This is an optimization exercise on Yosys and OpenROAD, whose aim is small area and a short achievable clock period, not a production implementation.
At most, simulation tests tie the RTL to the original design; equivalence was not proved.
The RTL of runs 5 to 7 was laid out without a check of its function.
Power and IR drop assume default switching activity.

`flow/design.v`:
```
module CmpTree #(parameter N = 8) (
  input  wire [N-1:0] a,
  input  wire [N-1:0] b,
  output wire         gt,
  output wire         eq
);
  localparam L = (N > 16) ? 5 : (N > 8) ? 4 : (N > 4) ? 3 : (N > 2) ? 2 : 1;
  localparam M = 1 << L;
  wire [M-1:0] g [0:L];
  wire [M-1:0] e [0:L];
  assign g[0] = {{(M-N){1'b0}}, b & ~a};
  assign e[0] = {{(M-N){1'b1}}, ~(a ^ b)};
  genvar l, i;
  generate
    for (l = 0; l < L; l = l + 1) begin : lvl
      for (i = 0; i < (M >> (l + 1)); i = i + 1) begin : nd
        assign g[l+1][i] = g[l][2*i+1] | (e[l][2*i+1] & g[l][2*i]);
        assign e[l+1][i] = e[l][2*i+1] & e[l][2*i];
      end
      if ((M >> (l + 1)) < M) begin : pad
        assign g[l+1][M-1:(M >> (l + 1))] = 0;
        assign e[l+1][M-1:(M >> (l + 1))] = 0;
      end
    end
  endgenerate
  assign gt = g[L][0];
  assign eq = e[L][0];
endmodule
module CmpChain #(parameter N = 23) (
  input  wire [N-1:0] a,
  input  wire [N-1:0] b,
  output wire         gt,
  output wire         eq
);
  wire [N:0] g;
  assign g[0] = 1'b0;
  genvar i;
  generate
    for (i = 0; i < N; i = i + 1) begin : bt
      assign g[i+1] = (b[i] & ~a[i]) | (~(a[i] ^ b[i]) & g[i]);
    end
  endgenerate
  assign gt = g[N];
  assign eq = (a == b);
endmodule
module KsAdd #(parameter N = 24) (
  input  wire [N-1:0] x,
  input  wire [N-1:0] y,
  output wire [N-1:0] s,
  output wire         co
);
  localparam L = (N > 16) ? 5 : (N > 8) ? 4 : (N > 4) ? 3 : (N > 2) ? 2 : 1;
  wire [N-1:0] p = x ^ y;
  wire [N-1:0] g [0:L];
  wire [N-1:0] pp [0:L];
  assign g[0]  = x & y;
  assign pp[0] = p;
  genvar l, i;
  generate
    for (l = 0; l < L; l = l + 1) begin : lvl
      for (i = 0; i < N; i = i + 1) begin : bt
        if (i >= (1 << l)) begin : cb
          assign g[l+1][i]  = g[l][i] | (pp[l][i] & g[l][i - (1 << l)]);
          assign pp[l+1][i] = pp[l][i] & pp[l][i - (1 << l)];
        end else begin : ps
          assign g[l+1][i]  = g[l][i];
          assign pp[l+1][i] = pp[l][i];
        end
      end
    end
  endgenerate
  assign s  = p ^ {g[L][N-2:0], 1'b0};
  assign co = g[L][N-1];
endmodule
module ExpDiff #(parameter N = 8) (
  input  wire [N-1:0] ea,
  input  wire [N-1:0] eb,
  output wire [N-1:0] dab,     
  output wire [N-1:0] dba,     
  output wire         ge,      
  output wire         eq       
);
  localparam L = (N > 4) ? 3 : (N > 2) ? 2 : 1;
  wire [N-1:0] x = ea;
  wire [N-1:0] y = ~eb;
  wire [N-1:0] p = x ^ y;
  wire [N-1:0] g [0:L];
  wire [N-1:0] pp [0:L];
  assign g[0]  = x & y;
  assign pp[0] = p;
  genvar l, i;
  generate
    for (l = 0; l < L; l = l + 1) begin : lvl
      for (i = 0; i < N; i = i + 1) begin : bt
        if (i >= (1 << l)) begin : cb
          assign g[l+1][i]  = g[l][i] | (pp[l][i] & g[l][i - (1 << l)]);
          assign pp[l+1][i] = pp[l][i] & pp[l][i - (1 << l)];
        end else begin : ps
          assign g[l+1][i]  = g[l][i];
          assign pp[l+1][i] = pp[l][i];
        end
      end
    end
  endgenerate
  wire [N-1:0] c0 = {g[L][N-2:0], 1'b0};
  wire [N-1:0] c1 = {g[L][N-2:0] | pp[L][N-2:0], 1'b1};
  assign dba = ~(p ^ c0);
  assign dab = p ^ c1;
  assign ge  = g[L][N-1] | pp[L][N-1];
  assign eq  = pp[L][N-1];
endmodule
module SkAdd #(parameter N = 24) (
  input  wire [N-1:0] x,
  input  wire [N-1:0] y,
  output wire [N-1:0] s,
  output wire         co
);
  localparam L = (N > 16) ? 5 : (N > 8) ? 4 : (N > 4) ? 3 : (N > 2) ? 2 : 1;
  wire [N-1:0] p = x ^ y;
  wire [N-1:0] g [0:L];
  wire [N-1:0] pp [0:L];
  assign g[0]  = x & y;
  assign pp[0] = p;
  genvar l, i;
  generate
    for (l = 0; l < L; l = l + 1) begin : lvl
      for (i = 0; i < N; i = i + 1) begin : bt
        if ((i >> l) & 1) begin : cb
          assign g[l+1][i]  = g[l][i] | (pp[l][i] & g[l][((i >> l) << l) - 1]);
          assign pp[l+1][i] = pp[l][i] & pp[l][((i >> l) << l) - 1];
        end else begin : ps
          assign g[l+1][i]  = g[l][i];
          assign pp[l+1][i] = pp[l][i];
        end
      end
    end
  endgenerate
  assign s  = p ^ {g[L][N-2:0], 1'b0};
  assign co = g[L][N-1];
endmodule
module RcAdd #(parameter N = 8) (
  input  wire [N-1:0] x,
  input  wire [N-1:0] y,
  output wire [N-1:0] s,
  output wire         co
);
  wire [N:0] c;
  assign c[0] = 1'b0;
  genvar i;
  generate
    for (i = 0; i < N; i = i + 1) begin : bt
      assign s[i]   = x[i] ^ y[i] ^ c[i];
      assign c[i+1] = (x[i] & y[i]) | (c[i] & (x[i] | y[i]));
    end
  endgenerate
  assign co = c[N];
endmodule
module BkAdd #(parameter N = 24) (
  input  wire [N-1:0] x,
  input  wire [N-1:0] y,
  output wire [N-1:0] s,
  output wire         co
);
  localparam L = (N > 16) ? 5 : (N > 8) ? 4 : (N > 4) ? 3 : (N > 2) ? 2 : 1;
  wire [N-1:0] p = x ^ y;
  wire [N-1:0] gu [0:L];
  wire [N-1:0] pu [0:L];
  assign gu[0] = x & y;
  assign pu[0] = p;
  genvar l, i;
  generate
    for (l = 0; l < L; l = l + 1) begin : up
      for (i = 0; i < N; i = i + 1) begin : bt
        if ((((i + 1) % (2 << l)) == 0)) begin : cb
          assign gu[l+1][i] = gu[l][i] | (pu[l][i] & gu[l][i - (1 << l)]);
          assign pu[l+1][i] = pu[l][i] & pu[l][i - (1 << l)];
        end else begin : ps
          assign gu[l+1][i] = gu[l][i];
          assign pu[l+1][i] = pu[l][i];
        end
      end
    end
  endgenerate
  wire [N-1:0] gd [0:L];
  assign gd[L] = gu[L];
  generate
    for (l = L - 1; l >= 0; l = l - 1) begin : dn
      for (i = 0; i < N; i = i + 1) begin : bt
        if ((((i + 1) % (2 << l)) == (1 << l)) && (i >= (2 << l))) begin : cb
          assign gd[l][i] = gd[l+1][i] | (pu[l][i] & gd[l+1][i - (1 << l)]);
        end else begin : ps
          assign gd[l][i] = gd[l+1][i];
        end
      end
    end
  endgenerate
  assign s  = p ^ {gd[0][N-2:0], 1'b0};
  assign co = gd[0][N-1];
endmodule
module Lzc32 (
  input  wire [31:0] x,
  output wire [4:0]  cnt,
  output wire        zero
);
  wire [15:0] z1; wire [15:0] c1;           
  wire [7:0]  z2; wire [15:0] c2;           
  wire [3:0]  z3; wire [11:0] c3;           
  wire [1:0]  z4; wire [7:0]  c4;           
  genvar i;
  generate
    for (i = 0; i < 16; i = i + 1) begin : l1
      assign z1[i] = ~(x[2*i+1] | x[2*i]);
      assign c1[i] = ~x[2*i+1];
    end
    for (i = 0; i < 8; i = i + 1) begin : l2
      assign z2[i] = z1[2*i+1] & z1[2*i];
      assign c2[2*i+1:2*i] = z1[2*i+1] ? {1'b1, c1[2*i]} : {1'b0, c1[2*i+1]};
    end
    for (i = 0; i < 4; i = i + 1) begin : l3
      assign z3[i] = z2[2*i+1] & z2[2*i];
      assign c3[3*i+2:3*i] = z2[2*i+1] ? {1'b1, c2[4*i+1:4*i]} : {1'b0, c2[4*i+3:4*i+2]};
    end
    for (i = 0; i < 2; i = i + 1) begin : l4
      assign z4[i] = z3[2*i+1] & z3[2*i];
      assign c4[4*i+3:4*i] = z3[2*i+1] ? {1'b1, c3[6*i+2:6*i]} : {1'b0, c3[6*i+5:6*i+3]};
    end
  endgenerate
  assign zero = z4[1] & z4[0];
  assign cnt  = z4[1] ? {1'b1, c4[3:0]} : {1'b0, c4[7:4]};
endmodule
module PipelinedFAdd (
  input  wire        clk,
  input  wire        rst,
  input  wire [31:0] A,
  input  wire [31:0] B,
  input  wire        operation,
  input  wire        in_valid,
  output wire [31:0] result,
  output wire        out_valid
);
  wire e_gt, e_eq;
  CmpTree #(8) u_ce (.a(A[30:23]), .b(B[30:23]), .gt(e_gt), .eq(e_eq));
  wire [4:0] dab, dba;
  wire       d_ge, d_eq;
  ExpDiff #(5) u_ed (.ea(A[27:23]), .eb(B[27:23]), .dab(dab), .dba(dba), .ge(d_ge), .eq(d_eq));
  reg  [31:0] r1_a, r1_b;
  reg  [4:0]  r1_dab, r1_dba;
  reg         r1_op, r1_swap, r1_eeq;
  always @(posedge clk) begin
    r1_a    <= A;
    r1_b    <= B;
    r1_op   <= operation;
    r1_swap <= e_gt | (e_eq & ~(|A[22:0]) & (|B[22:0]));
    r1_eeq  <= e_eq;
    r1_dab  <= dab;
    r1_dba  <= dba;
  end
  wire        sa = r1_a[31];
  wire        sb = r1_b[31] ^ r1_op;
  wire [7:0]  ea = r1_a[30:23];
  wire [7:0]  eb = r1_b[30:23];
  wire [22:0] fa = r1_a[22:0];
  wire [22:0] fb = r1_b[22:0];
  wire ea_nz  = |ea;
  wire eb_nz  = |eb;
  wire fa_nz  = |fa;
  wire fb_nz  = |fb;
  wire a_inf  = (&ea) & ~fa_nz;
  wire b_inf  = (&eb) & ~fb_nz;
  wire a_zero = ~ea_nz & ~fa_nz;
  wire b_zero = ~eb_nz & ~fb_nz;
  wire special = (&ea) | (&eb) | a_zero | b_zero;
  wire sub    = sa ^ sb;
  wire qnan   = a_inf & b_inf & r1_op & sub;
  wire zflip  = a_zero & b_zero & r1_op;
  wire [7:0]  e_big   = r1_swap ? eb : ea;
  wire [7:0]  e_small = r1_swap ? ea : eb;
  wire [4:0]  d       = r1_swap ? r1_dba : r1_dab;
  wire [7:0]  e_diff  = e_big - e_small;
  wire        kill    = special | (e_diff > 8'd23);
  wire [22:0] f_big   = r1_swap ? fb : fa;
  wire [22:0] f_small = r1_swap ? fa : fb;
  wire        h_big   = (r1_swap ? eb_nz : ea_nz) | special;
  wire        h_small = r1_swap ? ea_nz : eb_nz;
  wire [23:0] ms_sh   = {h_small, f_small} >> d;
  wire f_gt, f_eq;
  CmpTree #(23) u_cf (.a(fa), .b(fb), .gt(f_gt), .eq(f_eq));
  wire rev    = r1_eeq & ~special & sub & (r1_swap ? (~f_gt & ~f_eq) : f_gt);
  wire cancel = r1_eeq & ~special & sub & f_eq;
  reg  [7:0]  r2_q;
  reg  [23:0] r2_xb, r2_ys;
  reg         r2_s, r2_sub, r2_qnan;
  always @(posedge clk) begin
    r2_q    <= cancel ? (~e_big - 8'd25) : (~e_big - 8'd1);
    r2_xb   <= {h_big, f_big} ^ {24{sub & ~rev}};
    r2_ys   <= rev ? ~{h_small, f_small} : (kill ? 24'd0 : ms_sh);
    r2_sub  <= sub;
    r2_qnan <= qnan;
    r2_s    <= ~qnan & (((r1_swap ^ rev) ? sb : sa) ^ zflip);
  end
  wire [23:0] ad_s;
  wire        ad_co;
  BkAdd #(24) u_add (.x(r2_xb), .y(r2_ys), .s(ad_s), .co(ad_co));
  reg  [7:0]  r3_q;
  reg  [24:0] r3_sum;
  reg         r3_s, r3_qnan;
  always @(posedge clk) begin
    r3_q    <= r2_q;
    r3_sum  <= {ad_co & ~r2_sub, ad_s ^ {24{r2_sub}}};
    r3_s    <= r2_s;
    r3_qnan <= r2_qnan;
  end
  wire [4:0] lz;
  wire       lz_zero;
  Lzc32 u_lzc (.x({r3_sum, 7'h7F}), .cnt(lz), .zero(lz_zero));
  wire [24:0] sh4 = lz[4] ? {r3_sum[8:0], 16'd0} : r3_sum;
  wire [24:0] sh3 = lz[3] ? {sh4[16:0], 8'd0} : sh4;
  wire [24:0] sh2 = lz[2] ? {sh3[20:0], 4'd0} : sh3;
  wire [24:0] sh1 = lz[1] ? {sh2[22:0], 2'd0} : sh2;
  wire [24:0] sh0 = lz[0] ? {sh1[23:0], 1'd0} : sh1;
  wire [7:0] ne_out;
  wire       ne_co;
  KsAdd #(8) u_exp (.x(r3_q), .y({3'd0, lz}), .s(ne_out), .co(ne_co));
  reg [31:0] r4_res;
  always @(posedge clk)
    r4_res <= {r3_s, ~ne_out, sh0[23] | r3_qnan, sh0[22:1]};
  assign result = r4_res;
  reg [3:0] vld;
  always @(posedge clk or posedge rst)
    if (rst) vld <= 4'b0000;
    else     vld <= {vld[2:0], in_valid};
  assign out_valid = vld[3];
endmodule
```
`flow/flow/run.sh`:
```
#!/bin/bash
# Standard layout, with the adder cells left to ABC (no full/half adder
# extraction before it), port buffers of a plain buffer cell, a shallower
# clock tree, and timing repair aiming at a tighter setup margin.
# make's output goes to standard.log, each ORFS step logs to orfs/logs/.
bash standard.sh ADDER_MAP_FILE= SETUP_SLACK_MARGIN=5.2 \
  "BUFFER_PORTS_ARGS=-buffer_cell sky130_fd_sc_hd__buf_2" \
  "CTS_ARGS=-sink_clustering_enable -repair_clock_nets -sink_clustering_size 20 -sink_clustering_max_diameter 50 -buf_list sky130_fd_sc_hd__clkbuf_8 -root_buf sky130_fd_sc_hd__clkbuf_16 -sink_clustering_levels 1 -num_static_layers 0" \
  finish > standard.log 2>&1
```
`flow/standard.sh`:
```
#!/bin/bash
# synth_recipe.tcl (not shown) runs the flow's synth.tcl, then flattens the netlist and writes it again
# the make line also repeats each setting of config.mk as NAME=value (left out here)
make -C /OpenROAD-flow-scripts/flow DESIGN_CONFIG=/design/flow/config.mk WORK_HOME=/design/flow/orfs CLKGATE_MAP_FILE= SYNTH_SCRIPT=/design/flow/synth_recipe.tcl "${@:-finish}"
```
`flow/config.mk`:
```
export PLATFORM = sky130hd
export DESIGN_NAME = PipelinedFAdd
export DESIGN_NICKNAME = PipelinedFAdd
export VERILOG_FILES = /design/flow/design.v
export SDC_FILE = /design/flow/constraint.sdc
export NUM_CORES = 4
export LEC_CHECK = 0
export ABC_AREA = 1
export CAP_MARGIN = 20
export CORE_MARGIN = 2
export CORE_UTILIZATION = 40
export CTS_BUF_LIST = sky130_fd_sc_hd__clkbuf_8
export CTS_CLUSTER_DIAMETER = 60
export CTS_CLUSTER_SIZE = 25
export SETUP_SLACK_MARGIN = 5
export SLEW_MARGIN = 20
```
`flow/constraint.sdc`:
```
create_clock -name core_clock -period 8.0 [get_ports {clk}]
set_input_delay 1.6000 -clock core_clock [delete_from_list [all_inputs] [get_ports {clk}]]
set_output_delay 1.6000 -clock core_clock [all_outputs]
set_load 0.01 [all_outputs]
```
==> flow_metrics.tcl, run 1 <==
set metrics [dict create \
    antenna_found_initial 0 \
    io_buffers 100 \
    dp_hpwl_microns 22700 \
    drt_first_iter_violations 642 \
    synthMuxAreaShare_pct 1.36 \
    finalSetupViolCount 0 \
    syn_area_sq_mm 0.0110 \
    final_max_slew_viol_count 0 \
    synth_top_family_by_area "simple AND/OR/NAND/NOR gates" \
    num_rows 60 \
    overflow 0 \
    grt_first_pass_wirelength_microns 46700 \
    clk_pin_slew_ns 0.10 \
    drt_wl_total_microns 28700 \
    finalCriticalPeriod_ns 2.61 \
    pwr-share-clk_pct 23.9 \
    synthAdderAreaFrac_pct 0 \
    cp_max_fo 4 \
    syn_to_final_growth_pct 13.5 \
    power_density_mw_per_mm2 303 \
    initial_core_util_pct 40.7 \
    synth_top_cell_by_area "dfxtp_1" \
    pwr-share-comb_pct 39.4 \
    worstSetupEndpointType "register" \
    synthTopCellsByArea "dfxtp_1, nand2_1, o21ai_0" \
    synth-edff-count 0 \
    drtAntennaViolNets 0 \
    place_ws_ns 4.76 \
    fin_nets 1801 \
    crit_type "input pin to register" \
    skew_ns 0.0358 \
    switching_share_pct 41.1 \
    die_w_microns 170 \
    grt_usage_pct 20.0 \
    worst-slew-pin-transition_ns 0.760 \
    grt_start_max_net_pins 95 \
    switching_power_uw 1560 \
    die_area_sq_mm 0.0289 \
    cp.required_ns 8.46 \
    multiInputGateArea_sq_mm 0.00595 \
    io_pins 101 \
    power.internal_uw 2230 \
    postSynthAreaPerCell_sq_um 6.68 \
    fin_ws_ns 5.39 \
    period_share_pct 32.6 \
    synthSimpleGateAreaFrac_pct 30.8 \
    synthCells 1648 \
    n_antenna_cell 0 \
    timing.fmax_mhz 383 \
    worstSkewPairLatency_ns 0.52 \
    vdd_drop_max_v 0.000163 \
    synth-main-ff-cell "dfxtp_1" \
    hold_class "register to register" \
    startpoint_type "input pin" \
    cts_root_buffer "clkbuf_16" \
    cap_violations 0 \
    crit_arrival_ns 3.07 \
    avgViaCountPerCell 4.94 \
    cts_sinks 206 \
    syn_nets 1716 \
    grt_pass1_vias 9490 \
    cts_max_path_buffers 3 \
    synth_warnings 6 \
    rsz0062_at_grt "no" \
    run_status "finished clean" \
    cts_hold_buffers 0 \
    power.leakage_uw 0.00609 \
    fp.dieH_microns 170 \
    htreeDepth 1 \
    pwr-share-seq_pct 36.7 \
    fillers 2810 \
    synthTopCellsByCount "nand2_1, dfxtp_1, inv_1, nor2_1, o21ai_0" \
    gp_congestion 0.902 \
    cts_made_buffers 24 \
    synth_compound_area_share_pct 13.9 \
    ys_types 52 \
    fin_tns_setup_ns 0 \
    ys_seq_area_share_pct 37.6 \
    regArea_sq_mm 0.00415 \
    async_reset_ff_share_pct 1.94 \
    tritoncts "done" \
    drive_above_1_share_pct 11.0 \
    synthXorXnorAreaFrac_pct 7.62 \
    wl_per_cell_microns 13.7 \
    vias 10340 \
    yosysTopAreaCellShare_pct 36.7 \
    core_sq_mm 0.0270 \
    synth-seq-cells 206 \
    maxSlewHeadroom_pct 49.3 \
    drc_errors 0 \
    hold_viol_final 0 \
    first_pass_iters 5 \
    yosysMostFrequentCell "nand2_1" \
]
logic make-up after synthesis:
| kind of cell | Yosys count |
|---|---|
| DFF | 206 |
| AOI/OAI and AO/OA | 282 |
| xor gates and xnor gates | 95 |
| muxes | 15 |
| and+or+nand+nor | 813 |
| buffers and inverters | 237 |
stage by stage:
stage | total power [uW] | hold WS (ns) | std cells | utilization [%] | area, sq um
floorplan | 2480 | 0.310 | 1648 | - | 11000
global placement | 2870 | 0.311 | 2041 | 43.4 | 11700
detailed placement | 2880 | 0.312 | 2042 | 43.4 | 11700
CTS | 3800 | 0.336 | 2086 | 45.9 | 12400
global route | 4100 | 0.344 | 2092 | 46.2 | 12500
finish | 3790 | 0.334 | 2092 | 46.2 | 12500
layout by cell type (no fill, tap or decap), types with 4 or more instances in the layout:
cell and count:
o22ai_1 11, inv_2 12, o211ai_1 12, xor2_1 69, nor4_1 14, a31oi_1 5
nand3_1 97, nor3_1 15, clkbuf_8 23, buf_4 8, nor2_1 156, o21ai_1 52
xnor2_1 25, inv_6 5, inv_1 167, nand3b_1 5, buf_2 100, o21ai_0 138
a21oi_1 43, clkinv_4 4, dfxtp_1 201, nand2_1 474, nand4_1 25, dfrtp_1 4
mux2i_1 15, or2_1 4
layer usage:
| metal | global-route usage, % | up-vias | routed length, microns |
|---|---|---|---|
| met3 | 2.42 | 52 | 1230 |
| met2 | 34.2 | 232 | 13200 |
| met5 | 0 | - | 0 |
| met1 | 25.9 | 4575 | 13300 |
| met4 | 7.36 | 0 | 1020 |
| li1 | - | 5481 | - |
power groups by stage:
| stage | clock [uW] | sequential (uW) | combinational, uW |
|---|---|---|---|
| after floorplan | 0 | 1420 | 1060 |
| after global placement | 0 | 1420 | 1450 |
| after detailed placement | 0 | 1420 | 1460 |
| after CTS | 936 | 1400 | 1470 |
| after global routing | 979 | 1420 | 1710 |
| final | 905 | 1390 | 1490 |
worst max-delay path: stages:
cell and delay, ns:
buf_2 0.10, inv_1 0.04, nor2_1 0.19, nor2_2 0.11
a21oi_1 0.19, nor2_1 0.08, o31ai_1 0.38, nand4_1 0.24
nand3_1 0.14
layout make-up:
cell class	count	share of cell area, %
multi-input combinational	1205	47.6
clock buffer	26	3.13
timing repair inverter	1	0.0401
timing repair buffer	111	4.83
tap	341	3.41
inverter	184	5.69
clock inverter	18	2.05
sequential	206	33.2
flip-flops by register name, indices dropped and copies added, names as in the netlist:
signal,count
r1_a,32
r1_b,32
r4_res,32
r3_sum,25
r2_xb,24
r2_ys,24
r2_q,8
r3_q,8
r1_dba,5
r1_dab,4
vld,4
r1_eeq,1
r1_op,1
r1_swap,1
r2_qnan,1
r2_s,1
r2_sub,1
r3_qnan,1
r3_s,1
timing repair:
action	in CTS	in global routing
cloned	0	1
pin swaps	0	2
setup buffers	0	5
endpoints found under the setup margin	44	73
gates resized for setup	5	17
worst paths after layout:
check                           cells after the start    start          to  slack, ns
max in group asynchronous                           2      rst      vld[3]       6.88
min in group asynchronous                           2      rst      vld[1]       0.98
worst max register to register                     11  r1_swap    r2_ys[0]       5.48
worst max-delay path                                9    A[24]     r1_swap       5.39
worst min register to register                      0     r3_s  r4_res[31]       0.33
worst min-delay path                                0     r3_s  r4_res[31]       0.33
==> run 2: changes to the inputs <==
==> flow/flow/run.sh (replaced) <==
#!/bin/bash
# Standard layout, with the adder cells left to ABC (no full/half adder
# extraction before it), port buffers of a plain buffer cell, a shallower
# clock tree, and timing repair aiming at a tighter setup margin.
# make's output goes to standard.log, each ORFS step logs to orfs/logs/.
bash standard.sh ADDER_MAP_FILE= SETUP_SLACK_MARGIN=5.4 TNS_END_PERCENT=10 \
  "BUFFER_PORTS_ARGS=-buffer_cell sky130_fd_sc_hd__buf_2" \
  "CTS_ARGS=-sink_clustering_enable -repair_clock_nets -sink_clustering_size 20 -sink_clustering_max_diameter 50 -buf_list sky130_fd_sc_hd__clkbuf_8 -root_buf sky130_fd_sc_hd__clkbuf_16 -sink_clustering_levels 1 -num_static_layers 0" \
  finish > standard.log 2>&1
==> flow_metrics.tcl, run 2 <==
set metrics [dict create \
    crit_buf_inv 1 \
    synthTopCellsByArea "dfxtp_1, nand2_1, o21ai_0" \
    clk_pin_slew_ns 0.08 \
    layout_commonest_cell "nand2_1" \
    ys_types 52 \
    total_power_uw 3800 \
    period_share_pct 32.2 \
    core_sq_mm 0.0270 \
    place_ws_ns 4.54 \
    n_antenna_cell 0 \
    skew_ns 0.0416 \
    wl_per_cell_microns 14.8 \
    vdd_drop_max_v 0.000142 \
    rsz0062_at_grt "yes" \
    htreeDepth 1 \
    drt_wl_total_microns 31100 \
    synthTopCellsByCount "nand2_1, dfxtp_1, inv_1, nor2_1, o21ai_0" \
    synth-edff-count 0 \
    fin_tns_setup_ns 0 \
    vias 10649 \
    fin_nets 1814 \
    worstSkewPairLatency_ns 0.52 \
    fin_ws_ns 5.42 \
    async_reset_ff_share_pct 1.94 \
    cp_max_fo 1 \
    crit_arrival_ns 0.98 \
    cts_hold_buffers 0 \
    num_rows 60 \
    maxSlewHeadroom_pct 49.3 \
    yosysTopAreaCellShare_pct 36.7 \
    synth-main-ff-cell "dfxtp_1" \
    synth-seq-cells 206 \
    synthCells 1648 \
    io_pins 101 \
    finalCriticalPeriod_ns 2.58 \
    hold_class "register to register" \
    largest_registers "r1_a: 32 flops, r1_b: 32 flops, r4_res: 32 flops" \
    syn_nets 1716 \
    final_cell_mix "nand2_1, dfxtp_1, inv_1, nor2_1, o21ai_0" \
    power_density_mw_per_mm2 297 \
    avgViaCountPerCell 5.06 \
    dp_hpwl_microns 23300 \
    worstSetupEndpointType "output pin" \
    die_area_sq_mm 0.0289 \
    synth_top_cell_by_area "dfxtp_1" \
    power.leakage_uw 0.00618 \
    path_cells "buf_2" \
    place_area_sq_mm 0.0118 \
    cap_violations 0 \
    overflow 0 \
    finalSetupViolCount 0 \
    die_w_microns 170 \
    cts_root_buffer "clkbuf_16" \
    crit_type "register to output pin" \
    antenna_found_initial 0 \
    cp_slowest_stage_delay_ns 0.36 \
    grt_usage_pct 21.0 \
    run_status "finished clean" \
    cts_max_path_buffers 3 \
    slowest_stage "dfrtp_1" \
    grt_start_max_net_pins 50 \
    yosysMostFrequentCell "nand2_1" \
    io_buffers 100 \
    gp_congestion 0.928 \
    hold_viol_final 0 \
    drive_above_1_share_pct 13.0 \
    fp.dieH_microns 170 \
    fin_area_sq_mm 0.0128 \
    drt_first_iter_violations 799 \
    synth_warnings 6 \
    tritoncts "done" \
    grt_pass1_vias 9776 \
    final_max_slew_viol_count 0 \
    drc_errors 0 \
    ys_seq_area_share_pct 37.6 \
    postSynthAreaPerCell_sq_um 6.68 \
    worst-slew-pin-transition_ns 0.760 \
    initial_core_util_pct 40.7 \
    final_cells 2105 \
    startpoint_type "register" \
    post-place-cells 2040 \
    cts_made_buffers 25 \
    critPathTopFamily "flip-flops" \
    first_pass_iters 5 \
    syn_to_final_growth_pct 16.1 \
    cp.required_ns 6.40 \
    drtAntennaViolNets 0 \
    syn_area_sq_mm 0.0110 \
    grt_first_pass_wirelength_microns 48700 \
    timing.fmax_mhz 388 \
    cts_sinks 206 \
]
==> run 2: cell counts after synthesis <==
Identical to the previous run, type by type.
==> run 2: final timing paths <==
| path | cells past startpoint | slack, ns | from | end |
|---|---|---|---|---|
| worst max-delay path | 1 | 5.42 | vld[3] | out_valid |
| worst min-delay path | 0 | 0.33 | r2_q[3] | r3_q[3] |
| worst max register to register | 10 | 5.51 | r1_swap | r2_ys[1] |
| worst min register to register | 0 | 0.33 | r2_q[3] | r3_q[3] |
| max in group asynchronous | 2 | 6.86 | rst | vld[1] |
| min in group asynchronous | 2 | 0.98 | rst | vld[2] |
==> run 2: cells by family after synthesis <==
group	synth area share, %
AOI/OAI and AO/OA	13.9
xor gates and xnor gates	7.62
buffers and inverters	8.67
DFF	37.6
muxes	1.36
and+or+nand+nor	30.8
==> run 2: area by class of cell <==
type	count	area [sq um]
multi-input combinational	1210	6150
tap	341	427
fill	2797	14200
inverter	184	736
timing repair inverter	1	5.00
timing repair buffer	118	714
clock buffer	26	392
sequential	206	4150
clock inverter	19	209
==> run 2: routing by layer <==
layer / track usage, % / part of all wire, %
met2: 35.5 / 46
met4: 7.43 / 3.7
met5: 0 / 0
met1: 27.4 / 45
met3: 2.86 / 5.7
==> run 2: where the power goes <==
part	switching [uW]	internal [uW]	leakage [uW]
combinational	1010	535	0.00414
clock	445	406	0.000297
sequential	128	1270	0.00174
==> run 2: timing repair <==
item                                   4_1_cts  5_1_grt
setup endpoints to repair                   57       85
cloned                                       3        5
setup buffers                                7        5
resized for setup                           22       28
endpoints found under the hold margin        0        0
pin swaps                                    3        5
==> run 2: per-stage QoR <==
| stage | utilization, % | hold slack [ns] |
|---|---|---|
| final | 47.3 | 0.331 |
| after global routing | 47.3 | 0.335 |
| after CTS | 46.5 | 0.332 |
| after detailed placement | 43.5 | 0.312 |
| after global placement | 43.5 | 0.311 |
| after floorplan | - | 0.310 |
==> run 3: changes to the inputs <==
==> flow/flow/run.sh (replaced) <==
#!/bin/bash
# Standard layout, with the adder cells left to ABC (no full/half adder
# extraction before it), port buffers of a plain buffer cell, a shallower
# clock tree, and timing repair aiming at a tighter setup margin.
# make's output goes to standard.log, each ORFS step logs to orfs/logs/.
bash standard.sh ADDER_MAP_FILE= SETUP_SLACK_MARGIN=5.3 TNS_END_PERCENT=10 \
  "BUFFER_PORTS_ARGS=-buffer_cell sky130_fd_sc_hd__buf_2" \
  "CTS_ARGS=-sink_clustering_enable -repair_clock_nets -sink_clustering_size 20 -sink_clustering_max_diameter 50 -buf_list sky130_fd_sc_hd__clkbuf_8 -root_buf sky130_fd_sc_hd__clkbuf_16 -sink_clustering_levels 1 -num_static_layers 0" \
  finish > standard.log 2>&1
==> flow_metrics.tcl, run 3 <==
set metrics [dict create \
    run_status "finished clean" \
    die_area_sq_mm 0.0289 \
    final_cell_mix "nand2_1, dfxtp_1, inv_1, nor2_1, o21ai_0" \
    num_rows 60 \
    grt_first_pass_wirelength_microns 48300 \
    vdd_drop_max_v 0.000159 \
    switching_share_pct 40.9 \
    fillers 2800 \
    final_max_slew_viol_count 0 \
    wl_per_cell_microns 14.4 \
    grt_start_max_net_pins 65 \
    drive_above_1_share_pct 11.5 \
    drc_errors 0 \
    drt_wl_total_microns 30300 \
    core_sq_mm 0.0270 \
    cts_sinks 206 \
    rsz0062_at_grt "yes" \
    fin_tns_setup_ns 0 \
    cap_violations 0 \
    vias 10518 \
    worstSkewPairLatency_ns 0.51 \
    regArea_sq_mm 0.00415 \
    fp.dieH_microns 170 \
    async_reset_ff_share_pct 1.94 \
    gp_congestion 0.908 \
    finalCriticalPeriod_ns 2.61 \
    cp_max_fo 24 \
    drtAntennaViolNets 0 \
    largest_registers "r1_a: 32 flops, r1_b: 32 flops, r4_res: 32 flops" \
    cts_max_path_buffers 3 \
    yosysMostFrequentCell "nand2_1" \
    ys_types 52 \
    yosysTopAreaCellShare_pct 36.7 \
    total_power_uw 3820 \
    synth-edff-count 0 \
    worst-slew-pin-transition_ns 0.737 \
    startpoint_type "register" \
    io_buffers 100 \
    synthTopCellsByCount "nand2_1, dfxtp_1, inv_1, nor2_1, o21ai_0" \
    maxSlewHeadroom_pct 50.7 \
    n_antenna_cell 0 \
    io_pins 101 \
    cp.required_ns 8.44 \
    fin_area_sq_mm 0.0126 \
    grt_pass1_vias 9695 \
    postSynthAreaPerCell_sq_um 6.68 \
    fin_nets 1803 \
    drt_first_iter_violations 768 \
    overflow 0 \
    die_w_microns 170 \
    first_pass_iters 5 \
    power_density_mw_per_mm2 304 \
    syn_area_sq_mm 0.0110 \
    pwr-share-comb_pct 39.5 \
    initial_core_util_pct 40.7 \
    multiInputGateArea_sq_mm 0.00601 \
    whs_ns 0.333 \
    finalSetupViolCount 0 \
    syn_nets 1716 \
    synthCells 1648 \
    layout_commonest_cell "nand2_1" \
    tritoncts "done" \
    cts_made_buffers 25 \
    clk_pin_slew_ns 0.10 \
    syn_to_final_growth_pct 14.1 \
    htreeDepth 1 \
    power.leakage_uw 0.00611 \
    avgViaCountPerCell 5.02 \
    switching_power_uw 1560 \
    hold_class "register to register" \
    synth-main-ff-cell "dfxtp_1" \
    hold_viol_final 0 \
    power.internal_uw 2260 \
    cts_root_buffer "clkbuf_16" \
    dp_hpwl_microns 23100 \
    pwr-share-clk_pct 23.9 \
    period_share_pct 32.6 \
    antenna_found_initial 0 \
    cts_hold_buffers 0 \
    synth_top_cell_by_area "dfxtp_1" \
    skew_ns 0.0395 \
    timing.reg2reg.setup_slack_ns 5.39 \
    worstSetupEndpointType "register" \
    crit_arrival_ns 3.04 \
    synth_warnings 6 \
    synth-seq-cells 206 \
    crit_type "register to register" \
    place_area_sq_mm 0.0117 \
    timing.fmax_mhz 384 \
    pwr-share-seq_pct 36.6 \
    ys_seq_area_share_pct 37.6 \
    grt_usage_pct 20.7 \
    synthTopCellsByArea "dfxtp_1, nand2_1, o21ai_0" \
]
run 3: cell counts after synthesis:
No cell type changed its count.
run 3: per-stage QoR:
step                      utilization [%]  setup slack (ns)  cells
after global placement               43.3              4.68   2039
final                                46.5              5.39   2094
after detailed placement             43.3              4.64   2039
after floorplan                         -              5.30   1648
after global routing                 46.5              5.17   2094
after CTS                            46.1              5.24   2088
run 3: final timing paths:
check | from | to | depth (start not counted)
max in group asynchronous | rst | vld[3] | 2
max | r1_dba[0] | r2_ys[4] | 8
min reg2reg | r2_q[1] | r3_q[1] | 0
max reg2reg | r1_dba[0] | r2_ys[4] | 8
min | r2_q[1] | r3_q[1] | 0
min in group asynchronous | rst | vld[2] | 2
run 3: metal layers:
metal	GRT usage (%)	part of all wire, %
met1	27.6	46
met2	35.0	45
met3	2.49	5.6
met4	6.39	3.2
met5	0	0
run 3: area by class of cell:
class / instances / share of cell area [%]
clock inverter: 19 / 2.01
sequential: 206 / 33.0
multi-input combinational: 1205 / 47.8
timing repair buffer: 111 / 4.93
timing repair inverter: 2 / 0.0995
clock buffer: 26 / 3.12
inverter: 184 / 5.66
tap: 341 / 3.39
run 3: repair_timing:
| item | 4_1_cts | 5_1_grt |
|---|---|---|
| endpoints found under the setup margin | 51 | 78 |
| pin swaps | 2 | 0 |
| setup buffers | 4 | 4 |
| gates resized for setup | 7 | 17 |
| gates cloned | 0 | 2 |
run 3: logic make-up (layout without fill, tap and decap cells):
kind of cell           after synthesis  in the layout  share of synthesized area [%]
AND/OR/NAND/NOR                    813            813                           30.8
AO/OA/AOI/OAI                      282            282                           13.9
buffers and inverters              237            342                           8.67
flip-flops                         206            206                           37.6
XOR/XNOR                            95             95                           7.62
multiplexers                        15             15                           1.36
run 3: power groups by stage:
stage / Sequential, uW / Clock, uW / Combinational, uW
2_1_floorplan: 1420 / 0 / 1070
3_3_place_gp: 1440 / 0 / 1440
3_5_place_dp: 1440 / 0 / 1450
4_1_cts: 1400 / 945 / 1480
5_1_grt: 1420 / 983 / 1710
6_report: 1400 / 915 / 1510
run 3: worst max-delay path: stages (launching register included):
cell and delay [ns]:
dfxtp_2 0.70, clkinvlp_4 0.44, o21ai_0 0.54, o21ai_1 0.19, nor2_1 0.17, nand2_1 0.12
o21ai_0 0.16, nand4_1 0.12, nand2_1 0.07
==> run 4: changes to the inputs <==
==> flow/flow/run.sh (replaced) <==
#!/bin/bash
# Standard layout, with the adder cells left to ABC (no full/half adder
# extraction before it), port buffers of a plain buffer cell, a shallower
# clock tree, and timing repair aiming at a tighter setup margin.
# make's output goes to standard.log, each ORFS step logs to orfs/logs/.
bash standard.sh ADDER_MAP_FILE= SETUP_SLACK_MARGIN=5.5 TNS_END_PERCENT=10 \
  "BUFFER_PORTS_ARGS=-buffer_cell sky130_fd_sc_hd__buf_2" \
  "CTS_ARGS=-sink_clustering_enable -repair_clock_nets -sink_clustering_size 20 -sink_clustering_max_diameter 50 -buf_list sky130_fd_sc_hd__clkbuf_8 -root_buf sky130_fd_sc_hd__clkbuf_16 -sink_clustering_levels 1 -num_static_layers 0" \
  finish > standard.log 2>&1
==> flow_metrics.tcl, run 4 <==
set metrics [dict create \
    synth_top_cell_by_area "dfxtp_1" \
    antenna_found_initial 0 \
    critPathTopFamily "flip-flops" \
    die_w_microns 170 \
    avgViaCountPerCell 5.08 \
    final_cells 2111 \
    drive_above_1_share_pct 13.7 \
    synthTopCellsByArea "dfxtp_1, nand2_1, o21ai_0" \
    cp_max_fo 1 \
    io_pins 101 \
    fin_tns_setup_ns 0 \
    multiInputGateArea_sq_mm 0.00620 \
    regArea_sq_mm 0.00415 \
    grt_pass1_vias 9815 \
    synthCells 1648 \
    drt_first_iter_violations 753 \
    synth_warnings 6 \
    crit_buf_inv 1 \
    maxSlewHeadroom_pct 50.7 \
    finalCriticalPeriod_ns 2.58 \
    synthTopCellsByCount "nand2_1, dfxtp_1, inv_1, nor2_1, o21ai_0" \
    num_rows 60 \
    n_antenna_cell 0 \
    htreeDepth 1 \
    fin_ws_ns 5.42 \
    grt_usage_pct 21.0 \
    skew_ns 0.0425 \
    final_max_slew_viol_count 0 \
    cts_max_path_buffers 3 \
    final_cell_mix "nand2_1, dfxtp_1, inv_1, nor2_1, o21ai_0" \
    timing.fmax_mhz 388 \
    hold_class "register to register" \
    wl_per_cell_microns 14.8 \
    fp.dieH_microns 170 \
    startpoint_type "register" \
    async_reset_ff_share_pct 1.94 \
    cap_violations 0 \
    core_sq_mm 0.0270 \
    postSynthAreaPerCell_sq_um 6.68 \
    synth-seq-cells 206 \
    place_ws_ns 4.54 \
    power.leakage_uw 0.00622 \
    fin_area_sq_mm 0.0129 \
    syn_to_final_growth_pct 17.0 \
    fillers 2792 \
    dp_hpwl_microns 23300 \
    clk_pin_slew_ns 0.08 \
    vias 10730 \
    yosysTopAreaCellShare_pct 36.7 \
    io_buffers 100 \
    cp_slowest_stage_delay_ns 0.36 \
    fin_nets 1820 \
    largest_registers "r1_a: 32 flops, r1_b: 32 flops, r4_res: 32 flops" \
    initial_core_util_pct 40.7 \
    worst-slew-pin-transition_ns 0.739 \
    drt_wl_total_microns 31200 \
    yosysMostFrequentCell "nand2_1" \
    path_cells "buf_2" \
    overflow 0 \
    synth-edff-count 0 \
    whs_ns 0.331 \
    syn_nets 1716 \
    gp_congestion 0.928 \
    ys_seq_area_share_pct 37.6 \
    vdd_drop_max_v 0.000142 \
    cts_root_buffer "clkbuf_16" \
    die_area_sq_mm 0.0289 \
    grt_start_max_net_pins 50 \
    ys_types 52 \
    rsz0062_at_grt "yes" \
    cts_sinks 206 \
    run_status "finished clean" \
    grt_first_pass_wirelength_microns 48800 \
    place_area_sq_mm 0.0118 \
    period_share_pct 32.2 \
    layout_commonest_cell "nand2_1" \
    drc_errors 0 \
    syn_area_sq_mm 0.0110 \
    post-place-cells 2040 \
    worstSkewPairLatency_ns 0.52 \
    slowest_stage "dfrtp_1" \
    finalSetupViolCount 0 \
    crit_arrival_ns 0.98 \
    worstSetupEndpointType "output pin" \
    cts_hold_buffers 0 \
    cp.required_ns 6.40 \
    crit_type "register to output pin" \
    first_pass_iters 6 \
    drtAntennaViolNets 0 \
    tritoncts "done" \
    power_density_mw_per_mm2 296 \
    cts_made_buffers 25 \
    synth-main-ff-cell "dfxtp_1" \
    hold_viol_final 0 \
]
-- run 4: cell types whose count changed in the layout (fill, tap and decap cells not counted), moves of 6 or more --
cell / before / now
buf_4: 8 / 20
nor2_4: 2 / 10
nor2_1: 155 / 148
inv_1: 169 / 163
-- run 4: layout make-up --
cell class                      instances  area share [%]
Clock buffer                           26            3.04
Clock inverter                         19            1.62
Inverter                              184            5.75
Multi-Input combinational cell       1210            48.1
Sequential cell                       206            32.2
Tap cell                              341            3.31
Timing Repair Buffer                  124            5.87
Timing Repair inverter                  1          0.0583
-- run 4: power breakdown --
group	internal (uW)	switching [uW]	total, uW
clock	406	446	852
combinational	542	1020	1560
sequential	1270	129	1400
-- run 4: path summary, 6_finish.rpt --
| kind | from | endpoint | slack (ns) | cells after the start |
|---|---|---|---|---|
| worst max-delay path | vld[3] | out_valid | 5.42 | 1 |
| worst min-delay path | r2_q[3] | r3_q[3] | 0.33 | 0 |
| worst max register to register | r1_swap | r2_ys[19] | 5.52 | 11 |
| worst min register to register | r2_q[3] | r3_q[3] | 0.33 | 0 |
| max in group asynchronous | rst | vld[1] | 6.86 | 2 |
| min in group asynchronous | rst | vld[2] | 0.98 | 2 |
-- run 4: routing by layer --
layer / track usage, % / vias to the layer above / routed length (microns)
met5: 0 / - / 0
li1: - / 5530 / -
met2: 35.6 / 358 / 14300
met4: 7.43 / 0 / 1230
met1: 27.5 / 4748 / 13700
met3: 2.86 / 94 / 2000
-- run 4: stage by stage --
| step | util (%) | total power (uW) |
|---|---|---|
| after global placement | 43.5 | 2880 |
| after CTS | 46.5 | 3780 |
| after detailed placement | 43.5 | 2880 |
| after floorplan | - | 2480 |
| after global routing | 47.7 | 4110 |
| final | 47.7 | 3810 |
-- run 4: logic make-up (layout without fill, tap and decap cells) --
group	count (synthesis)	in the layout	share of synthesized area (%)
DFF	206	206	37.6
and+or+nand+nor	813	817	30.8
AOI/OAI and AO/OA	282	283	13.9
muxes	15	15	1.36
xor gates and xnor gates	95	95	7.62
buffers and inverters	237	354	8.67
-- run 4: what timing repair did --
item | CTS | global route
gates resized for setup | 24 | 44
pin swaps | 3 | 7
setup endpoints to repair | 106 | 120
endpoints found under the hold margin | 0 | 0
buffers inserted | 8 | 10
gates cloned | 3 | 5
==> run 5: changes to the inputs <==
--- a/flow/design.v
+++ b/flow/design.v
@@ -245,13 +245,12 @@
   ExpDiff #(5) u_ed (.ea(A[27:23]), .eb(B[27:23]), .dab(dab), .dba(dba), .ge(d_ge), .eq(d_eq));
   reg  [31:0] r1_a, r1_b;
   reg  [4:0]  r1_dab, r1_dba;
-  reg         r1_op, r1_swap, r1_eeq;
+  reg         r1_op, r1_swap;
   always @(posedge clk) begin
     r1_a    <= A;
     r1_b    <= B;
     r1_op   <= operation;
     r1_swap <= e_gt | (e_eq & ~(|A[22:0]) & (|B[22:0]));
-    r1_eeq  <= e_eq;
     r1_dab  <= dab;
     r1_dba  <= dba;
   end
@@ -271,6 +270,7 @@
   wire b_zero = ~eb_nz & ~fb_nz;
   wire special = (&ea) | (&eb) | a_zero | b_zero;
   wire sub    = sa ^ sb;
+  wire r1_eeq = (ea == eb);
   wire qnan   = a_inf & b_inf & r1_op & sub;
   wire zflip  = a_zero & b_zero & r1_op;
   wire [7:0]  e_big   = r1_swap ? eb : ea;
@@ -303,12 +303,11 @@
   BkAdd #(24) u_add (.x(r2_xb), .y(r2_ys), .s(ad_s), .co(ad_co));
   reg  [7:0]  r3_q;
   reg  [24:0] r3_sum;
-  reg         r3_s, r3_qnan;
+  reg         r3_s;
   always @(posedge clk) begin
     r3_q    <= r2_q;
-    r3_sum  <= {ad_co & ~r2_sub, ad_s ^ {24{r2_sub}}};
+    r3_sum  <= {ad_co & ~r2_sub, ad_s ^ {24{r2_sub}}} | {2'b00, r2_qnan, 22'd0};
     r3_s    <= r2_s;
-    r3_qnan <= r2_qnan;
   end
   wire [4:0] lz;
   wire       lz_zero;
@@ -323,7 +322,7 @@
   KsAdd #(8) u_exp (.x(r3_q), .y({3'd0, lz}), .s(ne_out), .co(ne_co));
   reg [31:0] r4_res;
   always @(posedge clk)
-    r4_res <= {r3_s, ~ne_out, sh0[23] | r3_qnan, sh0[22:1]};
+    r4_res <= {r3_s, ~ne_out, sh0[23], sh0[22:1]};
   assign result = r4_res;
   reg [3:0] vld;
   always @(posedge clk or posedge rst)
==> flow_metrics.tcl, run 5 <==
set metrics [dict create \
    run_status "finished clean" \
    power_density_mw_per_mm2 304 \
    finalCriticalPeriod_ns 2.59 \
    yosysMostFrequentCell "nand2_1" \
    io_pins 101 \
    synthTopCellsByArea "dfxtp_1, nand2_1, o21ai_0" \
    final_cell_mix "nand2_1, dfxtp_1, inv_1, o21ai_0, nor2_1" \
    synth-seq-cells 204 \
    power.internal_uw 2230 \
    hold_class "register to register" \
    gp_congestion 0.940 \
    overflow 0 \
    cap_violations 0 \
    worstSetupEndpointType "register" \
    drt_first_iter_violations 769 \
    worstSkewPairLatency_ns 0.52 \
    finalSetupViolCount 0 \
    htreeDepth 1 \
    synth_warnings 6 \
    die_w_microns 169 \
    pwr-share-comb_pct 40.6 \
    worst-slew-pin-transition_ns 0.958 \
    post-place-cells 2013 \
    cts_made_buffers 25 \
    whs_ns 0.329 \
    io_buffers 100 \
    cp_slowest_stage_delay_ns 0.52 \
    cts_max_path_buffers 3 \
    grt_usage_pct 19.4 \
    dp_hpwl_microns 21500 \
    wl_met2_microns 12800 \
    postSynthAreaPerCell_sq_um 6.72 \
    syn_area_sq_mm 0.0109 \
    path_cells "buf_8 > inv_4 > nand2_2 > inv_2 > or2_1 > nor2_2 > nand2_2 > nor2_2 > nand3_1 > or4_4 > nand4_1" \
    timing.fmax_mhz 387 \
    grt_first_pass_wirelength_microns 45400 \
    worstHoldPathCells 0 \
    crit_type "input pin to register" \
    core_sq_mm 0.0268 \
    largest_registers "r1_a: 32 flops, r1_b: 32 flops, r4_res: 32 flops" \
    ys_seq_area_share_pct 37.7 \
    final_cells 2084 \
    synth_top_cell_by_area "dfxtp_1" \
    grt_pass1_vias 9267 \
    n_antenna_cell 0 \
    synth-edff-count 0 \
    maxSlewHeadroom_pct 36.2 \
    pwr-share-clk_pct 22.9 \
    wl_met3_microns 1400 \
    layout_commonest_cell "nand2_1" \
    maxUsedRoutingLayer "met4" \
    switching_power_uw 1580 \
    fin_nets 1794 \
    clk_pin_slew_ns 0.11 \
    yosysTopAreaCellShare_pct 36.8 \
    pwr-share-seq_pct 36.6 \
    first_pass_iters 6 \
    drive_above_1_share_pct 13.8 \
    initial_core_util_pct 40.6 \
    final_core_util_pct 46.8 \
    crit_arrival_ns 3.04 \
    final_max_slew_viol_count 0 \
    startpoint_type "input pin" \
    die_area_sq_mm 0.0285 \
    vdd_drop_max_v 0.000186 \
    drtAntennaViolNets 0 \
    hold_viol_final 0 \
    total_power_uw 3810 \
    drc_errors 0 \
    antenna_found_initial 0 \
    cp.required_ns 8.45 \
    syn_nets 1688 \
    cts_root_buffer "clkbuf_16" \
    synthCells 1620 \
    rsz0062_at_grt "yes" \
    synthTopCellsByCount "nand2_1, dfxtp_1, inv_1, o21ai_0, nor2_1" \
    wl_met1_microns 13100 \
    drt_wl_total_microns 28400 \
    ys_types 49 \
    vias 10254 \
    period_share_pct 32.3 \
    syn_to_final_growth_pct 15.2 \
    power.leakage_uw 0.00620 \
    synth-main-ff-cell "dfxtp_1" \
    async_reset_ff_share_pct 1.96 \
    slowest_stage "or4_4" \
    skew_ns 0.0458 \
    avgViaCountPerCell 4.92 \
    wl_per_cell_microns 13.6 \
    ff2ff_path_depth 6 \
    fin_tns_setup_ns 0 \
    num_rows 60 \
    switching_share_pct 41.5 \
    cts_sinks 204 \
    grt_start_max_net_pins 121 \
    fp.dieH_microns 169 \
    tritoncts "done" \
    cts_hold_buffers 0 \
    fillers 2771 \
    cp_max_fo 2 \
]
==> run 5: cell count changes after synthesis, sizes merged, moves of 3 or more <==
| cell | before | now |
|---|---|---|
| a31oi | 5 | 10 |
| mux2i | 15 | 11 |
| nand2 | 479 | 488 |
| nand3 | 98 | 87 |
| nor3 | 16 | 23 |
| o21ai | 193 | 173 |
| o21bai | 3 | 0 |
==> run 5: layout make-up <==
type	count	area (sq um)	area share (%)
multi-input cells	1184	5950	47.4
well taps	341	427	3.40
inverters	185	714	5.70
repair inverters	2	13.8	0.110
clock buffers	27	405	3.23
clock inverters	17	208	1.66
flip-flops and latches	204	4110	32.8
repair buffers	124	713	5.69
==> run 5: path summary, 6_finish.rpt <==
kind	slack [ns]	end	startpoint
max	5.41	r1_swap	A[23]
max in group asynchronous	6.85	vld[3]	rst
min in group asynchronous	1.00	vld[1]	rst
min reg2reg	0.33	r3_q[4]	r2_q[4]
min	0.33	r3_q[4]	r2_q[4]
max reg2reg	5.50	r2_ys[7]	r1_swap
==> run 5: cells by family (layout without fill, tap and decap cells) <==
logic type	Yosys count	after routing	synth area share, %
AO/OA/AOI/OAI	259	260	13.0
XOR/XNOR	95	95	7.71
buffers and inverters	236	355	8.71
flip-flops	204	204	37.7
multiplexers	11	11	1.01
AND/OR/NAND/NOR	815	818	31.9
==> run 5: per-layer routing <==
metal	up-vias	global-route usage, %
met2	298	32.6
met4	0	7.12
met3	61	2.48
li1	5420	-
met5	-	0
met1	4475	25.5
==> run 5: critical path: cells and delay by family <==
kind	cells	cell delay, ns
and+or+nand+nor	8	1.31
buffers and inverters	3	0.13
==> run 5: what timing repair did <==
action,CTS,global route
pin swaps,3,9
endpoints found under the setup margin,108,113
gates resized for setup,13,28
setup buffers,2,19
cloned,2,4
==> run 5: power by group through the flow <==
stage	Combinational [uW]	Clock, uW	Sequential (uW)
floorplan	1080	0	1420
global route	1750	941	1420
global placement	1450	0	1420
finish	1540	871	1390
detailed placement	1460	0	1420
CTS	1480	902	1400
==> run 5: metrics by stage <==
| step | setup slack (ns) | cell area (sq um) |
|---|---|---|
| 2_1_floorplan | 5.08 | 10900 |
| 3_3_place_gp | 4.89 | 11600 |
| 3_5_place_dp | 4.80 | 11600 |
| 4_1_cts | 5.34 | 12300 |
| 5_1_grt | 5.31 | 12500 |
| 6_report | 5.41 | 12500 |
==> run 6: changes to the inputs <==
==> flow/flow/run.sh (replaced) <==
#!/bin/bash
# Standard layout, with the adder cells left to ABC (no full/half adder
# extraction before it), port buffers of a plain buffer cell, a shallower
# clock tree, and timing repair aiming at a tighter setup margin.
# make's output goes to standard.log, each ORFS step logs to orfs/logs/.
bash standard.sh ADDER_MAP_FILE= SETUP_SLACK_MARGIN=5.5 TNS_END_PERCENT=10 \
  "BUFFER_PORTS_ARGS=-buffer_cell sky130_fd_sc_hd__buf_2" \
  "CTS_ARGS=-sink_clustering_enable -repair_clock_nets -sink_clustering_size 16 -sink_clustering_max_diameter 120 -buf_list sky130_fd_sc_hd__clkbuf_16 -root_buf sky130_fd_sc_hd__clkbuf_16 -sink_clustering_levels 1 -num_static_layers 0" \
  finish > standard.log 2>&1
==> flow_metrics.tcl, run 6 <==
set metrics [dict create \
    fin_ws_ns 5.37 \
    run_status "finished clean" \
    largest_registers "r1_a: 32 flops, r1_b: 32 flops, r4_res: 32 flops" \
    hold_viol_final 0 \
    cp.required_ns 8.42 \
    drc_errors 0 \
    cap_violations 0 \
    wl_per_cell_microns 13.7 \
    drive_above_1_share_pct 12.9 \
    synth_top_cell_by_area "dfxtp_1" \
    syn_area_sq_mm 0.0109 \
    fin_nets 1791 \
    worst-slew-pin-transition_ns 0.922 \
    fin_area_sq_mm 0.0124 \
    syn_to_final_growth_pct 14.2 \
    dp_hpwl_microns 21500 \
    overflow 0 \
    layout_commonest_cell "nand2_1" \
    synth-edff-count 0 \
    cts_max_path_buffers 3 \
    total_power_uw 3710 \
    multiInputGateArea_sq_mm 0.00597 \
    startpoint_type "input pin" \
    hold_class "register to register" \
    clk_pin_slew_ns 0.07 \
    grt_usage_pct 19.4 \
    cts_made_buffers 16 \
    worstSetupEndpointType "register" \
    n_antenna_cell 0 \
    htreeDepth 1 \
    postSynthAreaPerCell_sq_um 6.72 \
    initial_core_util_pct 40.6 \
    avgViaCountPerCell 4.96 \
    cp_max_fo 2 \
    tritoncts "done" \
    vias 10250 \
    place_ws_ns 4.80 \
    fp.dieH_microns 169 \
    synth_warnings 6 \
    drtAntennaViolNets 0 \
    synth_top_family_by_area "simple AND/OR/NAND/NOR gates" \
    rsz0062_at_grt "yes" \
    yosysTopAreaCellShare_pct 36.8 \
    die_area_sq_mm 0.0285 \
    synth-main-ff-cell "dfxtp_1" \
    regArea_sq_mm 0.00411 \
    synthMuxAreaShare_pct 1.01 \
    cp_slowest_stage_delay_ns 0.51 \
    vdd_drop_max_v 0.000154 \
    die_w_microns 169 \
    period_share_pct 32.9 \
    cts_hold_buffers 0 \
    final_cell_mix "nand2_1, dfxtp_1, inv_1, o21ai_0, nor2_1" \
    synthXorXnorAreaFrac_pct 7.71 \
    synthCells 1620 \
    gp_congestion 0.940 \
    fin_tns_setup_ns 0 \
    fillers 2775 \
    drt_wl_total_microns 28300 \
    timing.fmax_mhz 380 \
    num_rows 60 \
    synthSimpleGateAreaFrac_pct 31.9 \
    io_pins 101 \
    power.leakage_uw 0.00615 \
    syn_nets 1688 \
    power_density_mw_per_mm2 298 \
    cts_root_buffer "clkbuf_16" \
    slowest_stage "or4_4" \
    io_buffers 100 \
    synthTopCellsByCount "nand2_1, dfxtp_1, inv_1, o21ai_0, nor2_1" \
    first_pass_iters 6 \
    async_reset_ff_share_pct 1.96 \
    finalSetupViolCount 0 \
    crit_buf_inv 3 \
    final_max_slew_viol_count 0 \
    core_sq_mm 0.0268 \
    antenna_found_initial 0 \
    grt_busiest_layer "met2" \
    worstSkewPairLatency_ns 0.48 \
    ys_seq_area_share_pct 37.7 \
    synthTopCellsByArea "dfxtp_1, nand2_1, o21ai_0" \
    crit_type "input pin to register" \
    grt_start_max_net_pins 121 \
    place_area_sq_mm 0.0116 \
    ys_types 49 \
    finalCriticalPeriod_ns 2.63 \
    grt_util_met1_pct 25.7 \
    synthAdderAreaFrac_pct 0 \
    skew_ns 0.0176 \
    grt_first_pass_wirelength_microns 45300 \
    crit_arrival_ns 3.05 \
    synth-seq-cells 204 \
    maxSlewHeadroom_pct 38.5 \
    grt_use_met2_pct 32.8 \
    met3_usage_pct 2.67 \
    path_cells "buf_8 > inv_4 > nand2_2 > inv_2 > or2_1 > nor2_2 > nand2_2 > nor2_2 > nand3_1 > or4_4 > nand4_1" \
    critPathTopFamily "simple AND/OR/NAND/NOR gates" \
    drt_first_iter_violations 750 \
    synth_compound_area_share_pct 13.0 \
    yosysMostFrequentCell "nand2_1" \
    grt_pass1_vias 9252 \
    cts_sinks 204 \
]
==> run 6: changes by cell type in the layout (fill, tap and decap cells not counted), sizes merged <==
cell      change
clkbuf       -10
inv           -9
buf           +6
clkinv        -5
bufinv        -1
clkinvlp      -1
o21ai         +1
==> run 6: layout make-up <==
| cell class | count | area share [%] |
|---|---|---|
| clock buffers | 17 | 3.42 |
| clock inverters | 2 | 0.0704 |
| inverters | 185 | 5.82 |
| multi-input cells | 1185 | 48.0 |
| flip-flops and latches | 204 | 33.0 |
| well taps | 341 | 3.43 |
| repair buffers | 130 | 6.17 |
| repair inverters | 1 | 0.0604 |
==> run 6: cells by family (layout without fill, tap and decap cells) <==
kind of cell | Yosys count | after routing
DFF | 204 | 204
muxes | 11 | 11
buffers and inverters | 236 | 335
xor gates and xnor gates | 95 | 95
AOI/OAI and AO/OA | 259 | 261
and+or+nand+nor | 815 | 818
==> run 6: report_power, final <==
group / switching (uW) / leakage, uW / internal (uW) / total [uW]
registers: 131 / 0.00172 / 1260 / 1400
clock network: 339 / 0.000219 / 377 / 716
logic: 1020 / 0.00420 / 574 / 1600
==> run 6: layer usage <==
| layer | wire (microns) | vias up |
|---|---|---|
| met5 | 0 | - |
| met4 | 873 | 0 |
| met3 | 1700 | 52 |
| met2 | 12800 | 334 |
| met1 | 12900 | 4470 |
| li1 | - | 5394 |
==> run 6: final timing paths <==
kind	cells after the start	startpoint	to	slack, ns
max	11	A[23]	r1_swap	5.37
max in group asynchronous	2	rst	vld[1]	6.85
max reg2reg	15	r1_b[11]	r2_ys[14]	5.49
min	0	r3_s	r4_res[31]	0.33
min reg2reg	0	r3_s	r4_res[31]	0.33
min in group asynchronous	2	rst	vld[2]	1.00
==> run 6: timing repair <==
| item | in CTS | in global routing |
|---|---|---|
| pin swaps | 2 | 10 |
| setup endpoints to repair | 108 | 114 |
| cloned | 1 | 5 |
| resized for setup | 14 | 33 |
| setup buffers | 3 | 24 |
==> run 6: worst reg2reg max path: cells and delay by family, from the launching register on <==
kind                   cells  cell delay (ns)
flip-flops                 1             0.40
buffers and inverters      3             0.44
AO/OA/AOI/OAI              1             0.15
AND/OR/NAND/NOR           11             1.47
==> run 6: metrics by stage <==
step,hold slack (ns),std cells,utilization (%)
floorplan,0.310,1620,-
global placement,0.311,2013,43.2
detailed placement,0.312,2013,43.2
CTS,0.327,2036,45.2
global route,0.338,2065,46.4
finish,0.326,2065,46.4
==> run 7: changes to the inputs <==
--- a/flow/design.v
+++ b/flow/design.v
@@ -245,11 +245,15 @@
   ExpDiff #(5) u_ed (.ea(A[27:23]), .eb(B[27:23]), .dab(dab), .dba(dba), .ge(d_ge), .eq(d_eq));
   reg  [31:0] r1_a, r1_b;
   reg  [4:0]  r1_dab, r1_dba;
-  reg         r1_op, r1_swap;
+  reg         r1_op, r1_swap, r1_fgt, r1_feq;
+  wire f_gt, f_eq;
+  CmpTree #(23) u_cf (.a(A[22:0]), .b(B[22:0]), .gt(f_gt), .eq(f_eq));
   always @(posedge clk) begin
     r1_a    <= A;
     r1_b    <= B;
     r1_op   <= operation;
+    r1_fgt  <= f_gt;
+    r1_feq  <= f_eq;
     r1_swap <= e_gt | (e_eq & ~(|A[22:0]) & (|B[22:0]));
     r1_dab  <= dab;
     r1_dba  <= dba;
@@ -283,10 +287,8 @@
   wire        h_big   = (r1_swap ? eb_nz : ea_nz) | special;
   wire        h_small = r1_swap ? ea_nz : eb_nz;
   wire [23:0] ms_sh   = {h_small, f_small} >> d;
-  wire f_gt, f_eq;
-  CmpTree #(23) u_cf (.a(fa), .b(fb), .gt(f_gt), .eq(f_eq));
-  wire rev    = r1_eeq & ~special & sub & (r1_swap ? (~f_gt & ~f_eq) : f_gt);
-  wire cancel = r1_eeq & ~special & sub & f_eq;
+  wire rev    = r1_eeq & ~special & sub & (r1_swap ? (~r1_fgt & ~r1_feq) : r1_fgt);
+  wire cancel = r1_eeq & ~special & sub & r1_feq;
   reg  [7:0]  r2_q;
   reg  [23:0] r2_xb, r2_ys;
   reg         r2_s, r2_sub, r2_qnan;
==> flow_metrics.tcl, run 7 <==
set metrics [dict create \
    crit_type "register to output pin" \
    cts_hold_buffers 0 \
    timing.fmax_mhz 389 \
    n_antenna_cell 0 \
    pwr-share-clk_pct 19.8 \
    avgViaCountPerCell 4.82 \
    clk_pin_slew_ns 0.07 \
    final_core_util_pct 45.6 \
    drt_wl_total_microns 29600 \
    hold_class "register to register" \
    fin_nets 1817 \
    final_cell_mix "nand2_1, dfxtp_1, inv_1, nor2_1, o21ai_0" \
    fin_tns_setup_ns 0 \
    die_w_microns 171 \
    rsz0062_at_grt "yes" \
    ys_types 53 \
    ys_seq_area_share_pct 37.2 \
    pwr-share-comb_pct 42.4 \
    vias 10264 \
    slowest_stage "dfrtp_1" \
    worstSetupEndpointType "output pin" \
    htreeDepth 1 \
    drc_errors 0 \
    worstHoldPathCells 0 \
    hold_viol_final 0 \
    path_cells "buf_2" \
    io_pins 101 \
    synth_top_cell_by_area "dfxtp_1" \
    worst-slew-pin-transition_ns 0.708 \
    reg2reg_to "r2_xb[7]" \
    grt_pass1_vias 9206 \
    syn_to_final_growth_pct 13.1 \
    final_max_slew_viol_count 0 \
    hold_start "r2_q[7]" \
    power.leakage_uw 0.00628 \
    die_area_sq_mm 0.0292 \
    synthTopCellsByArea "dfxtp_1, nand2_1, inv_1" \
    num_rows 61 \
    synth-seq-cells 206 \
    fp.dieH_microns 171 \
    overflow 0 \
    syn_nets 1726 \
    core_sq_mm 0.0276 \
    crit_buf_inv 1 \
    wl_per_cell_microns 13.9 \
    yosysMostFrequentCell "nand2_1" \
    timing.reg2reg.setup_slack_ns 5.65 \
    largest_registers "r1_a: 32 flops, r1_b: 32 flops, r4_res: 32 flops" \
    power.internal_uw 2200 \
    skew_ns 0.0146 \
    synthCells 1658 \
    synthTopCellsByCount "nand2_1, dfxtp_1, inv_1, nor2_1, o21ai_0" \
    ff2ff_path_depth 9 \
    worstSkewPairLatency_ns 0.49 \
    grt_first_pass_wirelength_microns 46400 \
    pwr-share-seq_pct 37.8 \
    synth-edff-count 0 \
    startpoint_type "register" \
    postSynthAreaPerCell_sq_um 6.72 \
    r2r_start "r1_a[10]" \
    cts_root_buffer "clkbuf_16" \
    dp_hpwl_microns 22500 \
    cp_slowest_stage_delay_ns 0.36 \
    gp_congestion 0.914 \
    antenna_found_initial 0 \
    cts_max_path_buffers 3 \
    finalSetupViolCount 0 \
    cts_made_buffers 16 \
    synth_warnings 6 \
    period_share_pct 32.1 \
    crit_arrival_ns 0.97 \
    tritoncts "done" \
    finalCriticalPeriod_ns 2.57 \
    first_pass_iters 5 \
    drt_first_iter_violations 707 \
    drtAntennaViolNets 0 \
    initial_core_util_pct 40.3 \
    grt_usage_pct 19.7 \
    layout_commonest_cell "nand2_1" \
    run_status "finished clean" \
    drive_above_1_share_pct 12.2 \
    grt_start_max_net_pins 55 \
    cts_sinks 206 \
    async_reset_ff_share_pct 1.94 \
    cap_violations 0 \
    yosysTopAreaCellShare_pct 36.3 \
    synth-main-ff-cell "dfxtp_1" \
    cp.required_ns 6.40 \
    syn_area_sq_mm 0.0111 \
    io_buffers 100 \
    maxSlewHeadroom_pct 52.6 \
    switching_power_uw 1480 \
    vdd_drop_max_v 0.000124 \
    cp_max_fo 1 \
    critPathTopFamily "flip-flops" \
    switching_share_pct 40.3 \
    power_density_mw_per_mm2 293 \
    hold_end "r3_q[7]" \
]
run 7: cell types whose count changed in the layout (fill, tap and decap cells not counted), moves of 7 or more:
cell / before / now
or2_2: 5 / 12
nand4_1: 25 / 18
inv_1: 167 / 194
o21ai_1: 11 / 41
inv_2: 13 / 5
nor2_1: 146 / 158
nand2_1: 478 / 460
nor3_1: 20 / 13
nand3_1: 85 / 109
o21ai_0: 154 / 125
buf_4: 28 / 16
run 7: kinds of logic after synthesis:
logic type	after synthesis	synth area share (%)
DFF	206	37.2
buffers and inverters	259	9.81
and+or+nand+nor	824	31.4
xor gates and xnor gates	93	7.44
muxes	9	0.809
AOI/OAI and AO/OA	267	13.4
run 7: per-stage QoR:
step	hold slack, ns	setup WS, ns	area (sq um)	total power [uW]	instances
6_report	0.325	5.43	12600	3690	2128
5_1_grt	0.331	5.38	12600	4000	2128
4_1_cts	0.325	5.41	12400	3660	2110
3_5_place_dp	0.312	4.72	11900	2910	2090
3_3_place_gp	0.315	4.79	11900	2900	2090
2_1_floorplan	0.310	5.43	11200	2530	1658
run 7: power by group through the flow:
stage / combinational, uW / clock, uW / sequential (uW)
2_1_floorplan: 1120 / 0 / 1420
3_3_place_gp: 1480 / 0 / 1420
3_5_place_dp: 1490 / 0 / 1420
4_1_cts: 1510 / 759 / 1400
5_1_grt: 1780 / 795 / 1420
6_report: 1560 / 729 / 1390
run 7: how the worst max path moves through the flow:
stage / from / end / slack, ns / cells past startpoint
after floorplan: B[6] / r1_fgt / 5.43 / 12
after global placement: r1_swap / r2_ys[3] / 4.79 / 15
after detailed placement: r1_swap / r2_ys[3] / 4.72 / 13
after CTS: vld[3] / out_valid / 5.41 / 1
after global routing: vld[3] / out_valid / 5.38 / 1
final: vld[3] / out_valid / 5.43 / 1
run 7: routing by layer:
layer	up-vias	share of wire, %	track usage [%]
met5	-	0	0
met4	0	2.2	5.34
met3	43	4.2	2.11
met2	237	48	34.6
met1	4523	46	25.5
li1	5461	-	-
run 7: timing repair:
action	in CTS	in global routing
resized for setup	11	23
pin swaps	0	6
hold endpoints to repair	0	0
gates cloned	1	5
setup endpoints to repair	105	110
buffers inserted	0	13
run 7: area by class of cell:
type / instances / area [sq um]
timing repair buffer: 122 / 726
fill: 2917 / 15000
inverter: 207 / 803
multi-input combinational: 1195 / 6000
sequential: 206 / 4150
timing repair inverter: 1 / 7.51
clock buffer: 17 / 425
clock inverter: 2 / 7.51
tap: 378 / 473

## port drivers added, routing unchanged
The results above use ideal ports. As a check the final layouts listed here were re-extracted and re-timed, cells and wires unchanged. Step 1 assumes that a clkbuf_16 drives the clock port and a buf_2 every other input. Step 2 adds t to the input delays and takes it off the output delays; t is the mean of the earliest and latest rising clock arrival at the registers after step 1. Input paths then give back, and output paths get back, about the clock's delay inside the block. Slacks: ideal / step 1 / step 2; pairs: ideal / step 1.
run	t, ns	slack for setup (ns)	worst setup path after step 2	clock arrival spread, ns	worst data-port slew with drivers (ns)
run 1	0.543	5.390 / 5.384 / 4.869	input to register	0.038 / 0.038	0.03
run 2	0.538	5.423 / 5.380 / 4.933	input to register	0.045 / 0.045	0.03
run 3	0.534	5.393 / 5.393 / 4.887	input to register	0.040 / 0.040	0.04
run 4	0.538	5.423 / 5.380 / 4.959	input to register	0.046 / 0.046	0.03
run 5	0.541	5.414 / 5.396 / 4.869	input to register	0.047 / 0.047	0.05
run 6	0.523	5.368 / 5.365 / 4.842	input to register	0.018 / 0.018	0.05
run 7	0.532	5.431 / 5.383 / 5.002	input to register	0.015 / 0.015	0.03
After both steps every run listed still meets setup and hold. The setup slack of run 5, which loses most, moves by -0.018 ns with the drivers and by -0.545 ns with both steps.
